Background: an optimization exercise with open tools, aiming at small area. Do not read the settings as production practice. No functional check of the RTL was part of any run shown here. Power and IR drop assume default switching activity.

$ cat config.mk
export PLATFORM = sky130hd
export DESIGN_NAME = cfs_aligner
export DESIGN_NICKNAME = cfs_aligner
export VERILOG_FILES = /design/flow/design.v
export SDC_FILE = /design/flow/constraint.sdc
export NUM_CORES = 4
export LEC_CHECK = 0
export CAP_MARGIN = 20
export CORE_MARGIN = 2
export CORE_UTILIZATION = 40
export SLEW_MARGIN = 20
$ cat constraint.sdc
create_clock -name core_clock -period 10.0 [get_ports {clk}]
set_input_delay 2.0000 -clock core_clock [delete_from_list [all_inputs] [get_ports {clk}]]
set_output_delay 2.0000 -clock core_clock [all_outputs]
set_load 0.01 [all_outputs]
$ cat design.v
  module cfs_aligner#(
    parameter ALGN_DATA_WIDTH = 32,
    parameter FIFO_DEPTH      = 8,
    localparam int unsigned APB_ADDR_WIDTH    = 16,
    localparam int unsigned APB_DATA_WIDTH    = 32,
    localparam int unsigned ALGN_OFFSET_WIDTH = ALGN_DATA_WIDTH <= 8 ? 1 : $clog2(ALGN_DATA_WIDTH/8),
    localparam int unsigned ALGN_SIZE_WIDTH   = $clog2(ALGN_DATA_WIDTH/8)+1
  ) (
    input wire clk,
    input wire reset_n,
    input wire[APB_ADDR_WIDTH-1:0]    paddr,
    input wire                        pwrite,
    input wire                        psel,
    input wire                        penable,
    input wire[APB_DATA_WIDTH-1:0]    pwdata,
    output reg                        pready,
    output reg[APB_DATA_WIDTH-1:0]    prdata,
    output reg                        pslverr,
    input                             md_rx_valid,
    input[ALGN_DATA_WIDTH-1:0]        md_rx_data,
    input[ALGN_OFFSET_WIDTH-1:0]      md_rx_offset,
    input[ALGN_SIZE_WIDTH-1:0]        md_rx_size,
    output reg                        md_rx_ready,
    output reg                        md_rx_err,
    output reg                        md_tx_valid,
    output reg[ALGN_DATA_WIDTH-1:0]   md_tx_data,
    output reg[ALGN_OFFSET_WIDTH-1:0] md_tx_offset,
    output reg[ALGN_SIZE_WIDTH-1:0]   md_tx_size,
    input                             md_tx_ready,
    input                             md_tx_err,
    output reg                        irq
  );
    integer i, j, k, t;
    function automatic [2:0] f_sub3(input [2:0] a, input [2:0] b);
      integer x, y;
      f_sub3 = 0;
      for (x = 0; x < 8; x = x + 1)
        for (y = 0; y < 8; y = y + 1)
          if (a == x && b == y) f_sub3 = x - y;
    endfunction
    function automatic [2:0] f_add3(input [2:0] a, input [2:0] b);
      integer x, y;
      f_add3 = 0;
      for (x = 0; x < 8; x = x + 1)
        for (y = 0; y < 8; y = y + 1)
          if (a == x && b == y) f_add3 = x + y;
    endfunction
    function automatic f_ge3(input [2:0] a, input [2:0] b);
      integer x, y;
      f_ge3 = 0;
      for (x = 0; x < 8; x = x + 1)
        for (y = 0; y <= x; y = y + 1)
          if (a == x && b == y) f_ge3 = 1'b1;
    endfunction
    function automatic [3:0] f_add43(input [2:0] a, input [2:0] b);
      integer x, y;
      f_add43 = 0;
      for (x = 0; x < 8; x = x + 1)
        for (y = 0; y < 8; y = y + 1)
          if (a == x && b == y) f_add43 = x + y;
    endfunction
    function automatic f_sum_is(input [1:0] a, input [2:0] b, input integer c);
      integer x;
      f_sum_is = 0;
      for (x = 0; x < 4; x = x + 1)
        if (c - x >= 0 && c - x < 8)
          if (a == x && b == c - x) f_sum_is = 1'b1;
    endfunction
    reg  [2:0] ctrl_code;
    wire [2:0] ctrl_size   = {ctrl_code[2] & ctrl_code[0], ctrl_code[2] & ~ctrl_code[0], ~ctrl_code[2]};
    wire [1:0] ctrl_offset = {ctrl_code[1], ctrl_code[0] & ~ctrl_code[2]};
    reg [35:0] rx_mem [0:7];
    reg [2:0]  rx_wr, rx_rd;
    reg [3:0]  rx_lvl;
    wire rx_empty = (rx_lvl == 0);
    wire rx_full  = rx_lvl[3];
    wire [2:0] s_in = md_rx_size;
    wire [1:0] o_in = md_rx_offset;
    wire rx_ok = (s_in == 3'd1) |
                 ((s_in == 3'd2) & ~o_in[0]) |
                 ((s_in == 3'd3) & (o_in == 2'd2)) |
                 ((s_in == 3'd4) & (o_in == 2'd0)) |
                 ((s_in == 3'd5) & (o_in == 2'd1)) |
                 ((s_in == 3'd6) & (o_in == 2'd2)) |
                 ((s_in == 3'd7) & (o_in == 2'd3));
    wire [1:0] z_in = {(s_in == 3'd3) | (s_in == 3'd4) | (s_in == 3'd6),
                       (s_in == 3'd2) | (s_in == 3'd5) | (s_in == 3'd6) | (s_in == 3'd7)};
    wire rx_push = md_rx_valid & rx_ok & ~rx_full;
    always_comb begin
      md_rx_err   = md_rx_valid & ~rx_ok;
      md_rx_ready = md_rx_valid & (~rx_ok | ~rx_full);
    end
    always @(posedge clk) begin
      if (rx_push) rx_mem[rx_wr] <= {o_in, z_in, md_rx_data};
    end
    reg [31:0] ubuf;         
    reg [2:0]  rem;          
    reg [2:0]  ptr;          
    reg [2:0]  aligned;      
    reg        push_valid;
    reg [31:0] push_data;
    reg [2:0]  push_code;    
    wire pop_fire = ~rx_empty & (rem == 3'd0);
    reg [35:0] src;
    always_comb begin
      src = {4'b0, ubuf & {32{~pop_fire}}};
      for (i = 0; i < 8; i = i + 1)
        src = src | (rx_mem[i] & {36{pop_fire & (rx_rd == i)}});
    end
    wire [31:0] sdata = src[31:0];
    wire [1:0]  p_z   = src[33:32];
    wire [1:0]  p_off = src[35:34];
    reg  [2:0]  p_size;
    always_comb begin
      case ({p_off, p_z})
        4'b00_01: p_size = 3'd2;
        4'b00_10: p_size = 3'd4;
        4'b01_01: p_size = 3'd5;
        4'b10_01: p_size = 3'd2;
        4'b10_10: p_size = 3'd3;
        4'b10_11: p_size = 3'd6;
        4'b11_01: p_size = 3'd7;
        default:  p_size = 3'd1;
      endcase
    end
    wire [2:0] src_off = pop_fire ? {1'b0, p_off} : ptr;
    wire [2:0] avail   = pop_fire ? p_size : rem;
    wire       has_src = pop_fire | (rem != 3'd0);
    reg  [3:0] tx_lvl;
    wire tx_full  = tx_lvl[3];
    wire tx_empty = (tx_lvl == 0);
    wire hold     = push_valid & tx_full;
    wire tx_push  = push_valid & ~tx_full;
    wire [2:0] a_eff  = push_valid ? 3'd0 : aligned;
    wire [2:0] need   = f_sub3(ctrl_size, a_eff);
    wire       enough = has_src & f_ge3(avail, need);
    wire [2:0] n      = enough ? need : avail;
    wire [2:0] take   = hold ? 3'd0 : n;
    reg [15:0] bsel;
    always_comb begin
      for (j = 0; j < 4; j = j + 1)
        for (k = 0; k < 4; k = k + 1) begin
          bsel[4*j+k] = 1'b0;
          for (t = 0; t <= j && t <= k; t = t + 1)
            bsel[4*j+k] = bsel[4*j+k] |
              (f_sum_is(ctrl_offset, a_eff, j - t) & (n > t) & (src_off == (k - t)));
        end
    end
    reg [31:0] outb;
    always_comb begin
      outb = 0;
      for (j = 0; j < 4; j = j + 1)
        for (k = 0; k < 4; k = k + 1)
          outb[8*j +: 8] = outb[8*j +: 8] | (sdata[8*k +: 8] & {8{bsel[4*j+k]}});
    end
    wire [3:0] ptr_sum = f_add43(src_off, take);
    always @(posedge clk) begin
      ubuf <= sdata;
      ptr  <= ptr_sum[3:2] != 2'b00 ? 3'd4 : {1'b0, ptr_sum[1:0]};
      if (~hold) push_code <= ctrl_code;
    end
    always @(posedge clk or negedge reset_n) begin
      if (!reset_n) begin
        rem        <= 0;
        aligned    <= 0;
        push_valid <= 0;
        push_data  <= 0;
      end
      else begin
        rem        <= f_sub3(avail, take);
        aligned    <= f_add3(a_eff, n);
        push_valid <= hold | enough;
        if (~hold) push_data <= (push_data & {32{~push_valid}}) | outb;
      end
    end
    reg [34:0] tx_mem [0:7];
    reg [2:0]  tx_wr, tx_rd;
    wire tx_pop = ~tx_empty & md_tx_ready;
    always @(posedge clk) begin
      if (tx_push) tx_mem[tx_wr] <= {push_code, push_data};
    end
    reg [34:0] tx_head;
    always_comb begin
      tx_head = 0;
      for (i = 0; i < 8; i = i + 1)
        tx_head = tx_head | (tx_mem[i] & {35{tx_rd == i}});
      md_tx_valid  = ~tx_empty;
      md_tx_data   = tx_head[31:0];
      md_tx_size   = {tx_head[34] & tx_head[32], tx_head[34] & ~tx_head[32], ~tx_head[34]};
      md_tx_offset = {tx_head[33], tx_head[32] & ~tx_head[34]};
    end
    always @(posedge clk or negedge reset_n) begin
      if (!reset_n) begin
        rx_wr  <= 0;
        rx_rd  <= 0;
        rx_lvl <= 0;
        tx_wr  <= 0;
        tx_rd  <= 0;
        tx_lvl <= 0;
      end
      else begin
        if (rx_push)  rx_wr <= rx_wr + 1;
        if (pop_fire) rx_rd <= rx_rd + 1;
        rx_lvl <= rx_lvl + {3'b0, rx_push} - {3'b0, pop_fire};
        if (tx_push)  tx_wr <= tx_wr + 1;
        if (tx_pop)   tx_rd <= tx_rd + 1;
        tx_lvl <= tx_lvl + {3'b0, tx_push} - {3'b0, tx_pop};
      end
    end
    reg [7:0] cnt_drop;
    reg       drop_pend;
    reg       ctrl_clr;
    wire [7:0] cnt_live = cnt_drop + {7'b0, drop_pend};
    always @(posedge clk or negedge reset_n) begin
      if (!reset_n) begin
        cnt_drop  <= 0;
        drop_pend <= 0;
      end
      else begin
        cnt_drop  <= ctrl_clr ? 8'd0 : cnt_live;
        drop_pend <= md_rx_err & ~ctrl_clr & (cnt_live != 8'hff);
      end
    end
    wire access    = psel & penable & ~pready;
    wire is_ctrl   = (paddr[15:2] == 14'h0000);
    wire is_status = (paddr[15:2] == 14'h0003);
    wire is_irqen  = (paddr[15:2] == 14'h003c);
    wire is_irq    = (paddr[15:2] == 14'h003d);
    wire unmapped  = ~(is_ctrl | is_status | is_irqen | is_irq);
    wire [2:0] w_size = pwdata[2:0];
    wire [1:0] w_off  = pwdata[9:8];
    wire ctrl_ok = (w_size == 3'd1) |
                   ((w_size == 3'd2) & ~w_off[0]) |
                   ((w_size == 3'd4) & (w_off == 2'd0));
    wire [2:0] w_code = {~w_size[0], w_off[1], w_size[0] ? w_off[0] : w_size[2]};
    reg wr_ctrl_illegal;
    reg [4:0] irqen;
    reg [4:0] irq_flags;
    reg  [4:0] ev_dly;
    wire [4:0] ev_now = {cnt_drop == 8'hff, tx_full, tx_empty, rx_full, rx_empty};
    wire [4:0] ev_edge = ev_now & ~ev_dly;
    always_comb irq = |(ev_edge & irqen);
    wire ctrl_wr = access & is_ctrl & pwrite;
    always @(posedge clk or negedge reset_n) begin
      if (!reset_n) begin
        pready          <= 0;
        wr_ctrl_illegal <= 0;
        ctrl_code       <= 0;
        ctrl_clr        <= 0;
        irqen           <= 0;
        irq_flags       <= 0;
        ev_dly          <= 5'b00101;
      end
      else begin
        pready   <= access & ~(ctrl_wr & ~wr_ctrl_illegal & ~ctrl_ok);
        ctrl_clr <= ctrl_wr & ~wr_ctrl_illegal & ctrl_ok & pwdata[16];
        if (ctrl_wr) begin
          wr_ctrl_illegal <= ~wr_ctrl_illegal & ~ctrl_ok;
          if (~wr_ctrl_illegal & ctrl_ok) ctrl_code <= w_code;
        end
        if (access & is_irqen & pwrite) irqen <= pwdata[4:0];
        irq_flags <= ev_edge | (irq_flags & ~(pwdata[4:0] & {5{access & is_irq & pwrite}}));
        ev_dly    <= ev_now;
      end
    end
    reg [31:0] rd_val;
    always_comb begin
      rd_val = 0;
      if (is_ctrl) begin
        rd_val[2:0] = ctrl_size;
        rd_val[9:8] = ctrl_offset;
      end
      if (is_status) begin
        rd_val[7:0]   = cnt_drop;
        rd_val[11:8]  = rx_lvl;
        rd_val[19:16] = tx_lvl;
      end
      if (is_irqen) rd_val[4:0] = irqen;
      if (is_irq)   rd_val[4:0] = irq_flags;
    end
    always @(posedge clk) begin
      prdata  <= pwrite ? 32'd0 : rd_val;
      pslverr <= unmapped | (pwrite & (is_status | (is_ctrl & wr_ctrl_illegal)));
    end
  endmodule
$ cat run.sh
#!/bin/bash
# synth_recipe.tcl (not shown) runs the flow's synth.tcl, then flattens the netlist and writes it again
# the make line also repeats each setting of config.mk as NAME=value (left out here)
make -C /OpenROAD-flow-scripts/flow DESIGN_CONFIG=/design/flow/config.mk WORK_HOME=/design/flow/orfs CLKGATE_MAP_FILE= SYNTH_SCRIPT=/design/flow/synth_recipe.tcl finish
==> results by group, run 1 <==
CTS
  – Root Driver: clkbuf_16
  – Clock Tree Buf Depth: 3
  – CTS tree: done
  – Clock transition at path regs: 0.06 ns
  – Post-CTS Hold Buffers: 0
  – Post-CTS Setup Inserts: 0
  – Sink Count: roughly 700
  – Worst-Skew Late Latency: approximately 0.64 ns
  – CTS resizes: 0
  – H-tree Lvls: 3
  – Cts bufs inserted: 76

Floorplan
  – Starting density of the core: between 40% and 50%
  – Io pins: 168
  – Core area: around 72000 um^2
  – Die area: roughly 75000 um^2
  – Die Ht: 273 um
  – FP Rows: slightly below 100
  – Die X-Extent: ~270 um

Worst setup path
  – Slowest cell on crit path: o211ai_4
  – FF-to-FF path depth: 15
  – Setup crit end kind: flop
  – FF-to-FF End: push_data[23]
  – Critical Path RT: roughly 10 ns
  – Crit-path max cell delay: 0.73 ns
  – Crit start category: flop
  – Reg2reg setup slack: between 3 and 4 ns
  – Crit path max fanout: 33
  – Crit path cell chain: inv_1 > ha_1 > buf_4 > a22oi_1 > and4_1 > o311ai_1 > a31oi_1 > maj3_1 > o22a_1 > o211ai_4 > nand2_1 > o21ai_2 > nor2_1 > a222oi_1 > o221ai_1
  – RR Startpoint: rx_rd[2]
  – Critical Path AT: approximately 6.6 ns
  – Crit Path Class: flop to flop

Layout
  – # fillers: 6230
  – Share of cells above drive strength 1: 9.94%
  – Multi-input combinational cell area: approximately 7800 um^2
  – Ant. Diodes: 0
  – Register area: slightly above 20000 um^2
  – Fin nets: around 2.3k
  – Final core occ: 47.1%
  – Area Growth Syn to Fin: 16.4%
  – Most frequent cells in the layout: 571 x edfxtp_1, 139 x nand2_1, 138 x nor2_1
  – Commonest non-fill, non-tap cell in the layout: edfxtp_1

Pwr
  – Total power: about 0.012 W
  – Peak VDD IR: 0.224 mV
  – Leak Pwr: approximately 12 nW
  – Power Density: 344 nW/um^2

Synth
  – Top cell type's share of synthesized area: 59.3%
  – Cell taking the most area after synthesis: edfxtp_1
  – EDFF count, synth: 571
  – Flops & latches, synth: roughly 710
  – Fraction of registers with async set/reset: approximately an eighth
  – Register area share after synthesis: 70.6%
  – Synth area leaders: edfxtp_1 59%, dfrtp_1 7.5%, a222oi_1 4.1%
  – Synthesized cell area: 28900 um^2
  – Cell variety after synth: 90
  – Syn. warnings: 1
  – Top FF cell, synth: edfxtp_1
  – Syn Inst Count: 2027
  – Average size of a mapped cell: approximately 14 um^2

Global route
  – Largest net degree at the start of global routing: between 70 and 80
  – Total Routing Usage GR: 19.7%
  – Grt ovf: 0
  – First-pass GRT wire length: 113000 um
  – Initial antenna violation count: 6
  – Number of global-route vias before repair: approximately 19k

Place
  – Routability congestion estimate: around 0.85
  – Post-DP HPWL: roughly 43000 um
  – I/O Buffers: between 100 and 150

Timing
  – Worst-Margin Slew: 1.09 ns
  – Crit path time final: roughly 6.1 ns
  – Hold WS: 0.414 ns
  – F_max: roughly 160 MHz
  – Final count of negative-setup-slack endpoints: 0
  – Tcrit/Tclk final: approximately three fifths
  – Setup tns final: 0 ns
  – Clk_skew: 0.0320 ns
  – RSZ-0062 raised after global routing: no
  – Final Hold Viols: 0
  – Worst slew margin: approximately 27%
  – Final-report max-slew violation count: 0

Detailed routing
  – Post-Route WL: ~74000 um
  – Final ANT Viol Nets: 0
  – Vias/cell: between 5 and 6
  – WL/cell: 23.4 um
  – Max Used Layer: met5
  – Met3 WL: roughly 4300 um
  – Drt first-iter violations: around 2.0k
  – DR vias: ~18k
  – Drt drc: 0
  – Drt pass-1 iters: 6
  – Met2 wire length: 36300 um
  – Met1 WL: 31600 um

Min path
  – Worst Min Path Start: rx_lvl[3]
  – Worst hold path class: flop to flop
  – Hold Path Cell Cnt: 0
  – Hold Path Sink: ev_dly[1]

Outcome
  – Outcome: timing/DRC/antenna clean

Flow run
  – # Max-Cap Violations: 0
kinds of logic after synthesis:
family / count (synthesis) / synth area share [%]
AO/OA/AOI/OAI: 531 / 15.0
XOR/XNOR: 19 / 0.575
adder cells (fa/ha/maj): 29 / 1.30
buffers and inverters: 207 / 3.06
flip-flops: 712 / 70.6
multiplexers: 54 / 1.92
other: 1 / 0.0130
AND/OR/NAND/NOR: 474 / 7.56
sequential cells by signal, summed over array words and instances, names as in the netlist, 3 cells and up:
register / cells
tx_lvl: 4
prdata: 16
push_data: 32
rem: 3
ctrl_code: 3
ubuf: 32
rx_lvl: 4
irqen: 5
rx_mem: 288
ev_dly: 5
cnt_drop: 8
ptr: 3
aligned: 3
rx_rd: 3
tx_mem: 280
tx_rd: 3
irq_flags: 5
rx_wr: 3
tx_wr: 3
push_code: 3
worst max-delay path by stage:
stage | start | endpoint | depth (start not counted)
floorplan | md_rx_size[2] | rx_mem[2][0] | 7
global placement | md_rx_offset[1] | md_rx_ready | 7
detailed placement | md_rx_offset[1] | md_rx_ready | 7
CTS | md_rx_offset[1] | md_rx_ready | 7
global route | rx_rd[2] | push_data[21] | 15
finish | rx_rd[2] | push_data[23] | 15
layout make-up:
type                       instances  area share (%)
clock buffer                     100            6.18
clock inverter                    41            1.37
inverter                          61           0.680
multi-input combinational       1123            23.3
sequential                       712            60.6
tap                              950            3.53
timing repair buffer             156            4.39
Yosys cell counts (all sizes together), types with 4 or more instances:
master and count:
inv 59, nor2b 8, nor3 27, nor4 12, o21ai 60, o22ai 18, a21o 11, xnor2 12
nand3 63, o211ai 11, nor2 147, o221ai 11, and3 13, nand4 9, or2 4, a2111oi 10
mux2i 41, a32oi 10, clkbuf 102, dfxtp 52, o2111ai 8, edfxtp 571, and2 18, nand2b 13
or3 6, a22oi 89, o2bb2ai 4, mux2 13, buf 44, a221o 39, a222oi 119, a221oi 35
a31oi 11, ha 26, a211oi 10, dfrtp 87, nand2 141, xor2 7, a21oi 49, nor3b 6
stage by stage:
stage | worst slack [ns] | cells | area, um^2
after floorplan | 3.81 | 2042 | 29000
after global placement | 3.91 | 3002 | 31100
after detailed placement | 3.91 | 3002 | 31100
after CTS | 3.91 | 3143 | 33700
after global routing | 3.54 | 3143 | 33700
final | 3.89 | 3143 | 33700
worst max-delay path, delay by kind of cell, from the launching register on:
family	cells	cell delay, ns
compound gates	8	3.02
fa+ha+maj	2	0.67
buf+inv	2	0.68
flops	1	0.58
simple gates	3	0.97
power by group:
part,switching [W],internal (W)
Combinational,0.00315,0.00164
Clock,0.00118,0.00162
Sequential,0.000286,0.00372
per-layer routing:
metal	vias to the layer above	global-route usage [%]
met2	598	33.4
met3	117	3.55
met5	-	0
met4	12	4.93
met1	9398	26.2
li1	8322	-
==> run 2: changes to the inputs <==
--- a/config.mk
+++ b/config.mk
@@ -9,3 +9,5 @@
 export CORE_MARGIN = 2
-export CORE_UTILIZATION = 40
+export CORE_UTILIZATION = 60
+export CTS_BUF_LIST = sky130_fd_sc_hd__clkbuf_4 sky130_fd_sc_hd__clkbuf_8
+export CTS_CLUSTER_SIZE = 30
 export SLEW_MARGIN = 20
==> results by group, run 2 <==
Outcome
  – Outcome: timing/DRC/antenna clean

Detailed routing
  – Max Used Layer: met5
  – Vias/cell: around 6.6
  – Post-Route WL: 72600 um
  – Met2 wire length: roughly 34000 um
  – WL/cell: about 25 um
  – Met1 WL: 30300 um
  – Met3 WL: between 6000 and 7000 um
  – Drt first-iter violations: ~2.3k
  – Drt drc: 0
  – Final ANT Viol Nets: 0
  – Drt pass-1 iters: 8
  – DR vias: 19.0k

Pwr
  – Power Density: ~340 nW/um^2
  – Leak Pwr: 11.6 nW
  – Peak VDD IR: about 0.23 mV

Worst setup path
  – Critical Path AT: 7.02 ns
  – Crit-path max cell delay: around 0.9 ns
  – Crit path cell chain: ha_1 > buf_4 > a22oi_1 > and4_1 > o311ai_1 > a31oi_1 > maj3_1 > o22a_1 > o211ai_4 > nand2_1 > nor2_1 > o22ai_1 > nand2_1 > o221ai_1
  – Crit Path Class: flop to flop
  – RR Startpoint: rx_rd[2]
  – FF-to-FF End: push_data[17]
  – Slowest cell on crit path: ha_1
  – CP startpoint: rx_rd[2]
  – Setup crit end kind: flop
  – Reg2reg setup slack: approximately 3.5 ns
  – Critical Path RT: about 11 ns
  – Crit start category: flop
  – Crit path capture: push_data[17]
  – Crit path max fanout: 26
  – Cell repeated most along the worst path: nand2_1
  – FF-to-FF path depth: 14

Floorplan
  – Starting density of the core: about three fifths
  – Core area: approximately 48000 um^2
  – Die Ht: about 220 um
  – FP Rows: 80
  – Die X-Extent: about 220 um
  – Die area: 50000 um^2
  – Io pins: approximately 170

Synth
  – Synthesized cell area: 28900 um^2
  – Average size of a mapped cell: approximately 14 um^2
  – Synth area leaders: edfxtp_1 59%, dfrtp_1 7.5%, a222oi_1 4.1%
  – Most frequent cells after synthesis: 571 x edfxtp_1, 143 x nor2_1, 140 x nand2_1
  – Top FF cell, synth: edfxtp_1
  – Top cell type's share of synthesized area: 59.3%
  – Flops & latches, synth: a little over 700
  – Fraction of registers with async set/reset: between 10 and 15%
  – Syn Inst Count: just over 2k
  – Most frequent cell after synthesis: edfxtp_1
  – EDFF count, synth: between 500 and 600
  – Cell variety after synth: 90
  – Syn. warnings: 1
  – Register area share after synthesis: roughly 70%
  – Cell taking the most area after synthesis: edfxtp_1

Layout
  – Largest registers: rx_mem: 288 flops, tx_mem: 280 flops
  – Non-Filler Instances: 2873
  – Area Growth Syn to Fin: 13.9%
  – Share of cells above drive strength 1: around an eighth
  – Most flop-heavy register: rx_mem
  – Commonest non-fill, non-tap cell in the layout: edfxtp_1
  – Number of flip-flops in the largest register: between 200 and 300
  – Finished Cell Area: around 33000 um^2
  – Fin nets: between 2k and 2.5k
  – Most frequent cells in the layout: 571 x edfxtp_1, 139 x nand2_1, 138 x nor2_1
  – Ant. Diodes: 0

CTS
  – Clock transition at path regs: roughly 0.060 ns
  – Clock Tree Buf Depth: 3
  – Sink Count: ~700
  – H-tree Lvls: 3
  – Post-CTS Hold Buffers: 0
  – CTS tree: done
  – CTS resizes: 0
  – Root Driver: clkbuf_8
  – Cts bufs inserted: 109
  – Worst-Skew Late Latency: around 0.7 ns
  – Post-CTS Setup Inserts: 0

Place
  – Placed cells: 2669
  – Routability congestion estimate: around 0.9
  – Post-DP Area: roughly 31000 um^2
  – Post-DP HPWL: just over 40000 um
  – I/O Buffers: about 120
  – DP Worst Slack: 3.73 ns

Timing
  – Final Worst Setup Slack: roughly 3.5 ns
  – Final count of negative-setup-slack endpoints: 0
  – Worst-Margin Slew: around 1.1 ns
  – Final Hold Viols: 0
  – Setup tns final: 0 ns
  – Crit path time final: between 6 and 7 ns
  – Worst slew margin: about a quarter
  – RSZ-0062 raised after global routing: no
  – Clk_skew: ~0.023 ns
  – Tcrit/Tclk final: 64.8%
  – Final-report max-slew violation count: 0
  – F_max: between 150 and 200 MHz

Flow run
  – # Max-Cap Violations: 0

Global route
  – Initial antenna violation count: 1
  – Grt ovf: 0
  – Largest net degree at the start of global routing: 73
  – Total Routing Usage GR: between 20% and 30%
  – First-pass GRT wire length: ~110000 um
  – Number of global-route vias before repair: 19.0k

Min path
  – Worst hold path class: flop to flop
-- run 2: cell counts after synthesis --
No cell type changed its count.
-- run 2: logic make-up after synthesis --
kind of cell | count (synthesis) | share of synthesized area (%)
adder cells (fa/ha/maj) | 29 | 1.30
flip-flops | 712 | 70.6
AO/OA/AOI/OAI | 531 | 15.0
AND/OR/NAND/NOR | 474 | 7.56
buffers and inverters | 207 | 3.06
multiplexers | 54 | 1.92
other | 1 | 0.0130
XOR/XNOR | 19 | 0.575
-- run 2: power by group --
group          internal [W]  leakage [nW]  switching (W)
logic               0.00164          3.60        0.00315
registers           0.00373          6.78       0.000284
clock network       0.00131          1.19        0.00109
-- run 2: worst min path at each step --
| stage | startpoint | cells after the start | endpoint | slack, ns |
|---|---|---|---|---|
| 6_report | rx_lvl[3] | 0 | ev_dly[1] | 0.39 |
| 5_1_grt | rx_lvl[3] | 0 | ev_dly[1] | 0.43 |
| 4_1_cts | rx_lvl[3] | 0 | ev_dly[1] | 0.40 |
| 3_5_place_dp | rx_lvl[3] | 0 | ev_dly[1] | 0.38 |
| 3_3_place_gp | rx_lvl[3] | 0 | ev_dly[1] | 0.38 |
| 2_1_floorplan | rx_lvl[3] | 0 | ev_dly[1] | 0.37 |
-- run 2: layer usage --
layer	vias to the layer above	GRT usage (%)
li1	8407	-
met1	9532	40.8
met2	921	46.4
met3	161	5.99
met4	2	9.31
met5	-	0
-- run 2: per-stage QoR --
step | util (%) | hold WS (ns) | total power, W
after global placement | 64.5 | 0.378 | 0.00867
final | 69.2 | 0.394 | 0.0112
after global routing | 69.2 | 0.433 | 0.0118
after CTS | 69.2 | 0.396 | 0.0112
after detailed placement | 64.5 | 0.381 | 0.00877
after floorplan | - | 0.369 | 0.00717
-- run 2: layout make-up --
cell class              instances  area (um^2)
clock buffers                 172         2070
clock inverters                31          145
fillers                      3309        14700
inverters                      61          229
multi-input cells            1123         7830
flip-flops and latches        712        20400
well taps                     615          769
repair buffers                159         1510
-- run 2: worst max-delay path: cells and delay by family (launching register included) --
family	cells	cell delay, ns
buffers and inverters	1	0.46
adders and majority gates	2	1.33
and+or+nand+nor	4	1.53
DFF	1	0.67
AOI/OAI and AO/OA	7	2.31

afterwards: timing with drivers on the ports:
The results above use ideal ports. As a check the final layouts listed here were re-extracted and re-timed, cells and wires unchanged. Step 1 (the two cells are an assumption about what drives the block):
set clk [get_ports {clk}]
set_driving_cell -lib_cell sky130_fd_sc_hd__clkbuf_16 $clk
set_driving_cell -lib_cell sky130_fd_sc_hd__buf_2 [delete_from_list [all_inputs] $clk]
Step 2 also shifts input and output timing later by t, the mid clock arrival at the registers, as if the neighbouring blocks saw the same clock. Slacks: no drivers / after step 1 / after step 2; pairs: no drivers / after step 1.
| run | t (ns) | setup WS [ns] | hold WS [ns] | worst setup path after step 2 | latest minus earliest clock arrival (ns) |
|---|---|---|---|---|---|
| run 1 | 0.685 | 3.893 / 3.893 / 3.893 | 0.414 / 0.414 / 0.414 | register to register | 0.035 / 0.035 |
| run 2 | 0.756 | 3.520 / 3.520 / 3.520 | 0.394 / 0.394 / 0.394 | register to register | 0.023 / 0.023 |
After both steps setup and hold are still met in every run listed.
